Source: an optimization exercise on an open RTL-to-GDS flow (aim: small area, a short achievable clock period and few clock cycles). Production flows keep margins and buffers that such runs may drop.
RTL that was checked went through simulation tests only; none was proved equivalent to the original.
Power and IR drop assume default switching activity.

run 1:
==> flow/design.v (excerpt) <==
module mat_trans (
    input clk,
    input rstn,
    input in_req,
    input in_vld,
    input out_ack,
    input wire [31:0] in_data,
    output in_ack,
    output reg out_req,
    output reg out_vld,
    output reg [31:0] out_data
);
clock: 6.0 ns
lec_check: 0
abc_clock_period_in_ps: 2500
cap_margin: 20
core_margin: 2
core_utilization: 65
cts_cluster_diameter: 80
cts_cluster_size: 30
place_density: 0.75
setup_slack_margin: 4.0
slew_margin: 20
run.sh (not shown) runs the stock make flow with config.mk's settings and CLKGATE_MAP_FILE= SYNTH_SCRIPT=/design/flow/synth_recipe.tcl, a recipe that flattens the netlist after the stock synthesis.
Testbench counts of run 1, summed over its fixed seeds: cycles 21,800.
Changes in run 2 relative to run 1:
- SETUP_SLACK_MARGIN changed from 4.0 to 3.5
- CTS_CLUSTER_SIZE changed from 30 to 25
Findings:
The final layout from run 2, which completed every stage, passed the timing, design-rule and antenna checks at the end of the flow.
From run 1 to run 2 the numbers moved as follows: core utilization shows a reduction of 1.1 points, routed wire length decreased by 15000 um relative to the old numbers, global-route usage shows a reduction of 2.3 points, sequential group share of total power has increased.
Relative to run 2, the following input files were edited for run 3:
- a change of ABC_CLOCK_PERIOD_IN_PS from 2500 to 1500
- a change of SETUP_SLACK_MARGIN from 3.5 to 4.0
- a change of PLACE_DENSITY from 0.75 to 0.82
- a change of CTS_CLUSTER_SIZE from 25 to 30
- a change of CORE_UTILIZATION from 65 to 72
- Run 3 finished all stages; the layout is clean.
- Summary of run 3 over run 2: cell-internal power has remained practically unchanged; layout-stage area growth over the synthesis result has increased.
- The total chip power of run 3 exceeds that of run 2 by about 2.5%.
- Share of power burned in the clock network sits lower in run 3 than in run 2.
- Core util | run 3 vs run 2 | run 3 higher
- From run 2 to run 3 the numbers moved as follows: shortest clock period the worst path allows after layout now smaller, area occupied by registers flat.
--- input diff run 3..run 4 ---
- swapping 20 for 5 in CAP_MARGIN
- swapping 1500 for 2000 in ABC_CLOCK_PERIOD_IN_PS
- swapping 4.0 for 3.8 in SETUP_SLACK_MARGIN
- swapping 72 for 68 in CORE_UTILIZATION
- swapping 20 for 5 in SLEW_MARGIN
- swapping 0.82 for 0.8 in PLACE_DENSITY
The higher detailed-route wire length came out of run 3. Clock power share: run 4 > run 3. The leakage power figure in run 4 was lower than what run 3 gave. The post-route clock period utilization in run 4 sits 0.97 points below the value recorded for run 3. Going from run 3 to run 4, number of well taps moved up; net count of the finished layout moved down; first-pass GRT wire length saw a decrease; minimum setup slack in the final design saw an increase.
diff inputs: run 4 => run 5
- changing PLACE_DENSITY from 0.8 to 0.75
- changing SLEW_MARGIN from 5 to 20
- changing CORE_UTILIZATION from 68 to 65
- changing ABC_CLOCK_PERIOD_IN_PS from 2000 to 2500
- changing CAP_MARGIN from 5 to 20
- changing SETUP_SLACK_MARGIN from 3.8 to 3.6
--- outcome ---
Run 5 ended with every stage complete and zero timing, DRC or antenna violations. Total power improves in run 5 relative to run 4. From run 4 to run 5 the numbers moved as follows: wire length on met2 moved down, power consumed by combinational cells held steady, initial core utilization fell 3.3 points, largest stage delay on the critical path now larger.

========
Setup of oak:
Another version of the RTL of mat_trans (not shown whole).
Size in the first run: roughly 2100 flip-flops.
Settings: LEC_CHECK=0, ABC_CLOCK_PERIOD_IN_PS=2500, CAP_MARGIN=20, CORE_MARGIN=2, CORE_UTILIZATION=65, PLACE_DENSITY=0.75, SETUP_SLACK_MARGIN=3.5, SLEW_MARGIN=20; clock period 6.0 ns.
Edits applied to the flow inputs when going from oak to pine:
Settings: PLACE_DENSITY: 0.75 -> 0.6; ABC_CLOCK_PERIOD_IN_PS: 2500 -> unset; CORE_UTILIZATION: 65 -> 40.
Findings:
Fmax | pine vs oak | pine slower. The required time at the worst-slack endpoint on oak is in line with that on pine. Comparing pine and oak, non-clock buffer count in the final layout is higher on oak. Compared with oak, in pine setup slack went down 0.044 ns; inserted tap cell count went up 832. oak → pine: share of total power consumed by net switching -1.2 points, hold slack -0.0084 ns, highest fanout seen on the critical path -5, leakage power total +about 0.6%. On proportion of cell area occupied by multi-input gates, pine and oak are basically level. Comparing pine and oak, the higher placeable core region is on pine.
No run of this note included a check of the RTL's function; only the layout flow was run.

========
job 101:
The RTL this note starts from:
==> flow/design.v <==
module spram (
    input clk,
    input en,
    input hold,
    input wire [31:0] din,
    output wire [31:0] dout
);
reg [31:0] w [0:7];
integer i;
always @(posedge clk) begin
    for (i = 0; i < 7; i = i + 1)
        w[i] <= ~((w[i] | {32{en}}) & (w[i+1] | {32{hold}}));
    w[7] <= ~((w[7] | {32{en}}) & (din | {32{hold}}));
end
assign dout = w[0];
endmodule
module mat_trans (
    input clk,
    input rstn,
    input in_req,
    input in_vld,
    input out_ack,
    input wire [31:0] in_data,
    output in_ack,
    output reg out_req,
    output reg out_vld,
    output reg [31:0] out_data
);
reg vq;
reg [31:0] dq;
reg in_ack_q;
reg fr_on;           
reg fr_in;           
reg fr_out;          
reg st_full;         
reg mode;
reg [5:0] c;         
reg c0_q, c63_q;     
reg [7:0] sel;       
reg o_on;            
reg [5:0] o_n;       
reg [7:0] osel;      
reg [7:0] lt;        
reg can_q;           
reg fl_q;            
reg [7:0] en_q;      
reg [7:0] hd_q;      
reg [3:0] par_i;
reg [3:0] par_o;
assign in_ack = in_ack_q;
wire in_grant  = in_req & in_ack_q;
wire out_grant = out_req & out_ack;
wire ld      = o_on & fr_on & fr_out & can_q;
wire ld_g    = out_grant & fr_on & fr_out & c0_q & !o_on;
wire step    = (vq & fr_in) | fl_q;
wire fr_last = step & c63_q;
wire open    = (fr_last | !fr_on) & (st_full | in_grant);
wire o_last  = (o_n == 6'd63);
wire [7:0] sel_inc  = (mode | (c[2:0] == 3'd7)) ? {sel[6:0], sel[7]} : sel;
wire [7:0] osel_inc = (mode | (o_n[2:0] == 3'd7)) ? {osel[6:0], osel[7]} : osel;
wire c62 = (c == 6'd62);
wire fr_on_n   = open | (fr_on & !fr_last);
wire fr_in_n   = open ? in_grant : (fr_in | in_grant);
wire fr_out_n  = open ? st_full : (fr_out & !(ld & o_last));
wire st_full_n = open ? in_grant : (st_full | in_grant);
wire mode_n    = mode ^ open;
wire [5:0] c_n = open ? 6'd0 : (step ? c + 6'd1 : c);
wire c0_n      = open | (c0_q & !step);
wire c63_n     = !open & (step ? c62 : c63_q);
wire [7:0] sel_n = open ? 8'd1 : (step ? sel_inc : sel);
wire in_last   = in_vld & fr_in & c63_n;
wire pend_n    = in_last | (out_req & !out_grant);
wire o_on_n    = out_grant | (o_on & !(ld & o_last));
wire [5:0] o_n_n = out_grant ? {5'd0, ld_g} : (ld ? o_n + 6'd1 : o_n);
wire [7:0] osel_n = open ? 8'd1 :
                    out_grant ? ((ld_g & mode) ? 8'd2 : 8'd1) :
                    ld ? osel_inc : osel;
wire on_low0_n = out_grant ? !ld_g : (ld ? (o_n[2:0] == 3'd7) : (o_n[2:0] == 3'd0));
wire [7:0] lt_n = (open | out_grant) ? {7'd0, ld_g} :
                  (ld & !step) ? {lt[6:0], 1'b1} :
                  (step & !ld) ? {1'b0, lt[7:1]} : lt;
wire can_n = mode_n ? !lt_n[7] : (!lt_n[0] | on_low0_n);
wire [7:0] lt_f = out_grant ? {7'd0, ld_g} :
                  (ld & !fl_q) ? {lt[6:0], 1'b1} :
                  (fl_q & !ld) ? {1'b0, lt[7:1]} : lt;
wire fl_n = fr_on & !fr_in & !in_grant & !(fl_q & c63_q) &
            (fl_q | (o_on_n & fr_out_n & (mode ? lt_f[7] : lt_f[0])));
always @(posedge clk or negedge rstn) begin
    if (!rstn) begin
        fr_on <= 1'b0; fr_in <= 1'b0; fr_out <= 1'b0; st_full <= 1'b0;
        mode <= 1'b0; c <= 6'd0; c0_q <= 1'b1; c63_q <= 1'b0; sel <= 8'd1;
        out_req <= 1'b0; in_ack_q <= 1'b0;
        o_on <= 1'b0; o_n <= 6'd0; osel <= 8'd1; lt <= 8'd0; can_q <= 1'b0;
        out_vld <= 1'b0; fl_q <= 1'b0; en_q <= 8'd0; hd_q <= 8'hff;
        par_i <= 4'd0; par_o <= 4'd0; vq <= 1'b0;
    end else begin
        fr_on <= fr_on_n; fr_in <= fr_in_n; fr_out <= fr_out_n;
        st_full <= st_full_n; mode <= mode_n; c <= c_n;
        c0_q <= c0_n; c63_q <= c63_n; sel <= sel_n;
        out_req <= pend_n;
        in_ack_q <= !pend_n & (!fr_on_n | (!fr_in_n & c0_n & !fl_n));
        o_on <= o_on_n; o_n <= o_n_n; osel <= osel_n; lt <= lt_n; can_q <= can_n;
        out_vld <= ld | ld_g;
        fl_q <= fl_n;
        vq <= in_vld;
        en_q <= sel_n & {8{(in_vld & fr_on_n & fr_in_n) | fl_n}};
        hd_q <= ~(sel_n & {8{(in_vld & fr_on_n & fr_in_n) | fl_n}});
        par_i <= ~par_i;
        par_o <= ~par_o;
    end
end
always @(posedge clk) dq <= in_data;
wire [31:0] head [0:7];
genvar k;
generate for (k = 0; k < 8; k = k + 1) begin : g_ch
    spram u_ch (.clk(clk), .en(en_q[k]), .hold(hd_q[k]), .din(dq ^ {{8{par_i[3]}}, {8{par_i[2]}}, {8{par_i[1]}}, {8{par_i[0]}}}), .dout(head[k]));
end endgenerate
reg [31:0] omux;
integer j;
always @(*) begin
    omux = 32'd0;
    for (j = 0; j < 8; j = j + 1) omux = omux | (head[j] & {32{osel[j]}});
end
always @(posedge clk) out_data <= omux ^ {{8{par_o[3]}}, {8{par_o[2]}}, {8{par_o[1]}}, {8{par_o[0]}}};
endmodule
export LEC_CHECK = 0
export ABC_CLOCK_PERIOD_IN_PS = 2000
export CAP_MARGIN = 10
export CORE_MARGIN = 2
export CORE_UTILIZATION = 70
export CTS_CLUSTER_DIAMETER = 75
export CTS_CLUSTER_SIZE = 28
export PLACE_DENSITY = 0.8
export SETUP_SLACK_MARGIN = 3.8
export SLEW_MARGIN = 10
create_clock -name core_clock -period 6.0 [get_ports {clk}]
Testbench counts of job 101, summed over its fixed seeds: cycles 21,960.
### job 101 -> job 102
- CTS_CLUSTER_DIAMETER now 80, was 75
- CAP_MARGIN now 5, was 10
- CTS_CLUSTER_SIZE now 30, was 28
- CORE_UTILIZATION now 68, was 70
- SLEW_MARGIN now 5, was 10
Findings:
Comparing met3 wire length for job 102 and job 101, the bigger number came from job 101.
Going from job 101 to job 102, number of placed instances with taps included went up by about 0.6%, first-pass GRT wire length down 5400 um, clock-cell share of area lost 0.19 points.
Modified inputs, job 103 compared to job 102
- changing SLEW_MARGIN from 5 to 20
- changing CAP_MARGIN from 5 to 20
Notes after the runs:
There was hardly any difference in insertion delay to the later sink of the worst-skew pair between job 103 and job 102.
As far as number of signal-net inverters in the final layout goes, job 102 and job 103 are indistinguishable; the numbers are identical.
Diff job 103..job 102 | area occupied by registers | negligible
Mapped cell area came out exactly the same in job 102 and job 103.
Net switching share of the total power of job 102 is on par with job 103.
Routed wire length delta (job 102 -> job 103): insignificant
Relative to job 102, global routing met2 resource utilization increased by 1.2 points in job 103.
Delta (job 103 minus job 102): cell area shows no meaningful change; worst slew margin relative to its limit shows an increase of 9.6 points.
Job 103 reports its launch point of the critical path as in_ack_q while job 102 reports out_data[1].

==> separate check: timing with driven ports <==
How much do the figures lean on ideal ports? The routed layouts below were timed once more, with nothing changed but the port constraints. Step 1: set_driving_cell puts a clkbuf_16 on clk and a buf_2 on each other input, an assumption about the parent block. Step 2 adds t to the input delays and takes it off the output delays; t is the mean of the earliest and latest rising clock arrival at the registers after step 1. Input paths then give back, and output paths get back, about the clock's delay inside the block. Three values: ideal ports, drivers, drivers and shift; two values: the first two.
run	t (ns)	slack for setup (ns)	hold WS [ns]	worst register clock-pin slew, ns	pins driven straight from the clock port
run 1	0.758	3.521 / 3.448 / 3.306	0.431 / 0.431 / 0.431	0.11 / 0.11	1
run 2	0.763	3.422 / 3.352 / 2.801	0.429 / 0.429 / 0.429	0.10 / 0.10	1
run 3	0.740	3.525 / 3.453 / 3.351	0.426 / 0.426 / 0.426	0.11 / 0.11	1
run 4	0.737	3.584 / 3.514 / 3.179	0.426 / 0.426 / 0.426	0.12 / 0.12	1
run 5	0.748	3.502 / 3.502 / 2.940	0.439 / 0.439 / 0.439	0.11 / 0.11	1
oak	0.831	3.315 / 3.335 / 2.504	0.401 / 0.401 / 0.401	0.08 / 0.08	1
pine	0.859	3.271 / 3.284 / 2.425	0.392 / 0.392 / 0.392	0.07 / 0.07	1
job 101	0.726	3.602 / 3.537 / 3.105	0.428 / 0.428 / 0.428	0.11 / 0.11	1
job 102	0.732	3.577 / 3.507 / 3.175	0.431 / 0.431 / 0.431	0.11 / 0.11	1
job 103	0.738	3.572 / 3.502 / 3.184	0.429 / 0.429 / 0.429	0.11 / 0.11	1
After both steps every run listed still meets setup and hold. The setup slack of pine, which loses most, moves by +0.013 ns with the drivers and by -0.846 ns with both steps.
